Source: an optimization exercise on an open RTL-to-GDS flow (aim: small area, a short achievable clock period and few clock cycles per item). Production flows keep margins and buffers that such runs may drop.
In this exercise RTL edits were held to simulation tests only and were not proved equivalent to the original.

`flow/run.sh`:
```
#!/bin/bash
# synth_recipe.tcl (not shown) runs the flow's synth.tcl, then flattens the netlist and writes it again
# the make line also repeats each setting of config.mk as NAME=value (left out here)
make -C /OpenROAD-flow-scripts/flow DESIGN_CONFIG=/design/flow/config.mk WORK_HOME=/design/flow/orfs CLKGATE_MAP_FILE= SYNTH_SCRIPT=/design/flow/synth_recipe.tcl finish
```
`flow/config.mk`:
```
export PLATFORM = sky130hd
export DESIGN_NAME = ray_triangle_unit
export DESIGN_NICKNAME = ray_triangle_unit
export VERILOG_FILES = /design/flow/design.v
export SDC_FILE = /design/flow/constraint.sdc
export NUM_CORES = 8
export LEC_CHECK = 0
export CAP_MARGIN = 20
export CORE_MARGIN = 2
export CORE_UTILIZATION = 40
export SLEW_MARGIN = 20
```
`flow/constraint.sdc`:
```
create_clock -name core_clock -period 350.0 [get_ports {clk}]
set_input_delay 70.0000 -clock core_clock [delete_from_list [all_inputs] [get_ports {clk}]]
set_output_delay 70.0000 -clock core_clock [all_outputs]
set_load 0.01 [all_outputs]
```
`flow/design.v`:
```
module ray_triangle_unit #(
    parameter int FP_W    = 32,
    parameter int FP_FRAC = 16
) (
    clk,
    rst,
    req_valid,
    req_ready,
    req_ray,
    req_tri,
    resp_valid,
    resp_ready,
    resp_hit,
    resp_t_hit
);
    typedef struct packed {
        logic signed [FP_W-1:0] x;
        logic signed [FP_W-1:0] y;
        logic signed [FP_W-1:0] z;
    } vec3_t;
    typedef struct packed {
        vec3_t origin;
        vec3_t dir;
        vec3_t inv_dir;
        logic signed [FP_W-1:0] t_min;
        logic signed [FP_W-1:0] t_max;
    } ray_t;
    typedef struct packed {
        vec3_t v0;
        vec3_t v1;
        vec3_t v2;
    } triangle_t;
    input  logic                   clk;
    input  logic                   rst;
    input  logic                   req_valid;
    output logic                   req_ready;
    input  logic [11*FP_W-1:0]     req_ray;
    input  logic [9*FP_W-1:0]      req_tri;
    output logic                   resp_valid;
    input  logic                   resp_ready;
    output logic                   resp_hit;
    output logic signed [FP_W-1:0] resp_t_hit;
    localparam logic signed [FP_W-1:0] EPS    = (1 <<< (FP_FRAC - 8));
    localparam logic signed [FP_W-1:0] ONE_FP = (1 <<< FP_FRAC);
    function automatic logic signed [FP_W-1:0]
      fp_mul (input logic signed [FP_W-1:0] a,
              input logic signed [FP_W-1:0] b);
        logic signed [(2*FP_W)-1:0] prod;
        begin
            prod  = a * b;
            fp_mul = prod >>> FP_FRAC;
        end
    endfunction
    function automatic logic signed [FP_W-1:0]
      fp_inv (input logic signed [FP_W-1:0] x);
        logic signed [63:0] num;
        begin
            if (x == '0) begin
                fp_inv = '0;
            end else begin
                num    = 64'sd1 <<< (2*FP_FRAC);
                fp_inv = num / x;
            end
        end
    endfunction
    function automatic logic [3*FP_W-1:0] vec_sub(input vec3_t a, input vec3_t b);
        vec3_t r;
        begin
            r.x = a.x - b.x;
            r.y = a.y - b.y;
            r.z = a.z - b.z;
            vec_sub = r;
        end
    endfunction
    function automatic logic [3*FP_W-1:0] vec_cross(input vec3_t a, input vec3_t b);
        vec3_t r;
        begin
            r.x = fp_mul(a.y, b.z) - fp_mul(a.z, b.y);
            r.y = fp_mul(a.z, b.x) - fp_mul(a.x, b.z);
            r.z = fp_mul(a.x, b.y) - fp_mul(a.y, b.x);
            vec_cross = r;
        end
    endfunction
    function automatic logic signed [FP_W-1:0]
      vec_dot(input vec3_t a, input vec3_t b);
        logic signed [FP_W-1:0] axbx, ayby, azbz;
        begin
            axbx = fp_mul(a.x, b.x);
            ayby = fp_mul(a.y, b.y);
            azbz = fp_mul(a.z, b.z);
            vec_dot = axbx + ayby + azbz;
        end
    endfunction
    function automatic logic signed [FP_W-1:0]
      fp_abs (input logic signed [FP_W-1:0] x);
        begin
            if (x[FP_W-1] == 1'b1)
                fp_abs = -x;
            else
                fp_abs = x;
        end
    endfunction
    ray_t      ray;
    triangle_t tri_in;
    assign ray    = req_ray;
    assign tri_in = req_tri;
    assign req_ready = (!resp_valid) || (resp_valid && resp_ready);
    vec3_t e1, e2, pvec, tvec, qvec;
    logic signed [FP_W-1:0] det, inv_det;
    logic signed [FP_W-1:0] u, v, t;
    logic                   w_hit;
    always @(*) begin
        e1 = '0; e2 = '0; pvec = '0; tvec = '0; qvec = '0;
        det = '0; inv_det = '0; u = '0; v = '0; t = '0;
        w_hit = 1'b0;
        e1 = vec_sub(tri_in.v1, tri_in.v0);
        e2 = vec_sub(tri_in.v2, tri_in.v0);
        pvec = vec_cross(ray.dir, e2);
        det = vec_dot(e1, pvec);
        if (fp_abs(det) > EPS) begin
            inv_det = fp_inv(det);
            tvec = vec_sub(ray.origin, tri_in.v0);
            u = fp_mul(vec_dot(tvec, pvec), inv_det);
            if (!(u < '0 || u > ONE_FP)) begin
                qvec = vec_cross(tvec, e1);
                v = fp_mul(vec_dot(ray.dir, qvec), inv_det);
                if (!(v < '0 || (u + v) > ONE_FP)) begin
                    t = fp_mul(vec_dot(e2, qvec), inv_det);
                    if (t >= ray.t_min && t <= ray.t_max)
                        w_hit = 1'b1;
                end
            end
        end
    end
    always_ff @(posedge clk or posedge rst) begin
        if (rst) begin
            resp_valid <= 1'b0;
            resp_hit   <= 1'b0;
            resp_t_hit <= '0;
        end else begin
            if (req_valid && req_ready) begin
                resp_valid <= 1'b1;
                resp_hit   <= w_hit;
                resp_t_hit <= t;
            end else if (resp_valid && resp_ready) begin
                resp_valid <= 1'b0;
            end
        end
    end
endmodule
```
==> impl_metrics.env <==
export IMPL_clk_latency_ns=0.29
export IMPL_pg_seq_mw=0.142
export IMPL_p_int_mw=3600
export IMPL_met3_usage_pct=16.0
export IMPL_cts_htree_levels=2
export IMPL_cp_endpoint="resp_hit"
export IMPL_dp_hpwl_um=3750000
export IMPL_busiest_layer="met2"
export IMPL_worstMarginPinSlew_ns=1.38
export IMPL_power_switching_mw=5460
export IMPL_numCtsBuffers=5
export IMPL_ant_nets=0
export IMPL_critical_path_cell_count=1096
export IMPL_area_growth_pct=12.7
export IMPL_finalSetupViolCount=0
export IMPL_worstPathRequired_ns=350.22
export IMPL_ys_ff_latch=34
export IMPL_synth_cell_area_um2=917000
export IMPL_route_detailed_drc=0
export IMPL_cp_max_fo=41
export IMPL_max_stage_delay_ns=0.86
export IMPL_viasPerCell=5.45
export IMPL_worstReg2RegEnd="resp_hit"
export IMPL_clock_power_share_pct=0
export IMPL_report_final_slew_viol_count=0
export IMPL_die_area_um2=2310000
export IMPL_min_delay_start="resp_t_hit[0]"
export IMPL_finalNetCount=146000
export IMPL_r2r_start="resp_valid"
export IMPL_synthTopCellsByArea="fa_1 50%, inv_1 11%, ha_1 9.7%, nand2_1 7.5%, nor2_1 2.9%"
export IMPL_peakVddDrop_uv=9970
export IMPL_whs_path_depth=1
export IMPL_slowest_stage="buf_2"
export IMPL_p_per_area_nw_per_um2=8760
export IMPL_grtUsageTotal_pct=38.7
export IMPL_combinationalPower_mw=9060
export IMPL_wl_per_cell_um=30.5
export IMPL_clk_pin_slew_ns=0.06
export IMPL_fp_row_count=556
export IMPL_cts_sinks=34
export IMPL_endpoint_kind="flip-flop"
export IMPL_final_min_clock_period_ns=333.43
export IMPL_synth_edf_count=0
export IMPL_async_reset_ff_share_pct=100
export IMPL_synth_main_ff_cell="dfrtp_1"
export IMPL_p_leak_nw=550
export IMPL_yosysMostFrequentCell="inv_1"
export IMPL_fmax_ghz=0.00300
export IMPL_setup_tns_ns=0
export IMPL_clockBufferDepth=2
export IMPL_p_sw_share_pct=60.2
export IMPL_total_power_mw=9060
export IMPL_worst_slack_ns=16.57
export IMPL_power_top_group="combinational cells"
export IMPL_crit_buf_inv=108
export IMPL_r2r_cells=15
export IMPL_hold_viol=0
export IMPL_syn_avg_cell_area_um2=8.31
export IMPL_pg_clk_mw=0.000660
export IMPL_drive_above_1_share_pct=10.1
export IMPL_min_delay_worst_endpoint="resp_t_hit[0]"
export IMPL_antenna_found_initial=794
export IMPL_syn_inst=110000
export IMPL_status="no timing/DRC/antenna violations"
export IMPL_ys_warn_count=1
export IMPL_initial_core_util_pct=40.1
export IMPL_cap_violations=0
export IMPL_fp_dieW_um=1520
export IMPL_grt_pass1_wl_um=6270000
export IMPL_final_util_pct=45.2
export IMPL_dpl_cell_area_um2=1030000
export IMPL_dr_total_vias=801000
export IMPL_cts_root_buffer="clkbuf_16"
export IMPL_core_um2=2290000
export IMPL_combPwrFrac_pct=100.0
export IMPL_clock_skew_ns=0.00751
export IMPL_synth_cell_type_count=135
export IMPL_path_class="input port to flip-flop"
export IMPL_relSlewSlack_pct=7.08
export IMPL_globalplace_congestion=1.08
export IMPL_place_ws_ns=-7.80
export IMPL_met1_usage_pct=45.3
export IMPL_startpoint="req_tri[256]"
export IMPL_gr_usage_met2_pct=54.9
export IMPL_overflow=0
export IMPL_drt_iter0_markers=77700
export IMPL_synthTopCellsByCount="27400 x inv_1, 22800 x fa_1, 18200 x nand2_1"
export IMPL_cts_tree="yes"
export IMPL_synth_top_area_share_pct=49.7
export IMPL_fp_dieH_um=1520
export IMPL_port_buffer_count=582
export IMPL_grt_pass1_vias=822000
export IMPL_io_pins=679
export IMPL_critPathLaunchType="input port"
export IMPL_seqPwrFrac_pct=0
export IMPL_synth_area_leader_cell="fa_1"
export IMPL_finalCritPeriodShare_pct=95.3
export IMPL_grt_max_degree=88
export IMPL_regToRegSetupSlack_ns=345.45
export IMPL_arrival_ns=333.65
export IMPL_path_delay_family="compound AO/OA/AOI/OAI gates"
export IMPL_ys_seq_area_share_pct=0.0927
export IMPL_drtPass1Iterations=6
export IMPL_hold_class="flip-flop to flip-flop"
export IMPL_fin_area_um2=1030000
export IMPL_routed_wirelength_um=4490000
-- per-stage QoR --
step	instances	hold slack, ns
finish	147000	0.502
global route	146000	0.525
CTS	145000	0.506
detailed placement	145000	0.493
global placement	145000	0.490
floorplan	111000	0.532
-- cells by family after synthesis --
group	Yosys count	share of synthesized area (%)
multiplexers	344	0.409
buffers and inverters	32800	13.4
AND/OR/NAND/NOR	33500	15.8
flip-flops	34	0.0927
adder cells (fa/ha/maj)	29900	59.4
AO/OA/AOI/OAI	9845	6.93
other	2	0.000819
XOR/XNOR	3995	3.90
-- state kept, by name, indices dropped and copies added (netlist names) --
signal / flops
resp_valid: 1
resp_hit: 1
resp_t_hit: 32
-- per-layer routing --
layer | vias to the layer above | wire length (um)
li1 | 333000 | -
met1 | 412000 | 1590000
met2 | 45400 | 1830000
met3 | 10700 | 590000
met4 | 330 | 474000
met5 | - | 3740
-- final cells by class --
type / count / area (um2)
fillers: 226000 / 1260000
multi-input cells: 78100 / 812000
inverters: 27400 / 103000
repair buffers: 9473 / 76600
well taps: 30400 / 38100
diodes: 1424 / 3560
flip-flops and latches: 34 / 851
clock buffers: 6 / 129
clock inverters: 2 / 37.5
repair inverters: 1 / 5.00
-- placed cells by master, fill, tap and decap left out, types with 465 or more instances in the layout --
cell type	n
buf_4	8591
nand2_1	18200
nor3_1	692
a21o_1	1542
o21ai_0	1759
clkdlybuf4s50_1	466
nand2b_1	551
diode_2	1424
conb_1	529
nor2_1	7011
fa_1	22700
xnor2_2	654
a21oi_1	2479
inv_1	27300
nor2b_1	987
nand3_1	465
o21a_1	749
xor2_1	762
xnor2_1	2067
ha_1	7100
and2_1	3851
-- repair_timing --
item / 4_1_cts / 5_1_grt
cloned: 0 / 5
setup endpoints to repair: 33 / 33
buffers inserted: 16 / 110
pin swaps: 14 / 89
resized for setup: 87 / 856
hold buffers: 0 / 0
Testbench counts, summed over its fixed seeds: cycles 8,008, items 8,000.

## separate check: timing with driven ports
No port has a modelled driver above. Below, the same layout with a new extraction and two added sets of constraints.
Step 1: set_driving_cell puts a clkbuf_16 on clk and a buf_2 on each other input, an assumption about the parent block.
Step 2 also shifts input and output timing later by t, the mid clock arrival at the registers, as if the neighbouring blocks saw the same clock.
a / b / c = ideal / step 1 / step 2; a / b = the first two.
shift t [ns]: 0.319
setup slack, ns: 16.570 / 16.238 / 15.919
hold slack, ns: 0.502 / 0.502 / 0.502
After both steps this run still meets setup and hold. The setup slack of this run moves by -0.332 ns with the drivers and by -0.651 ns with both steps.
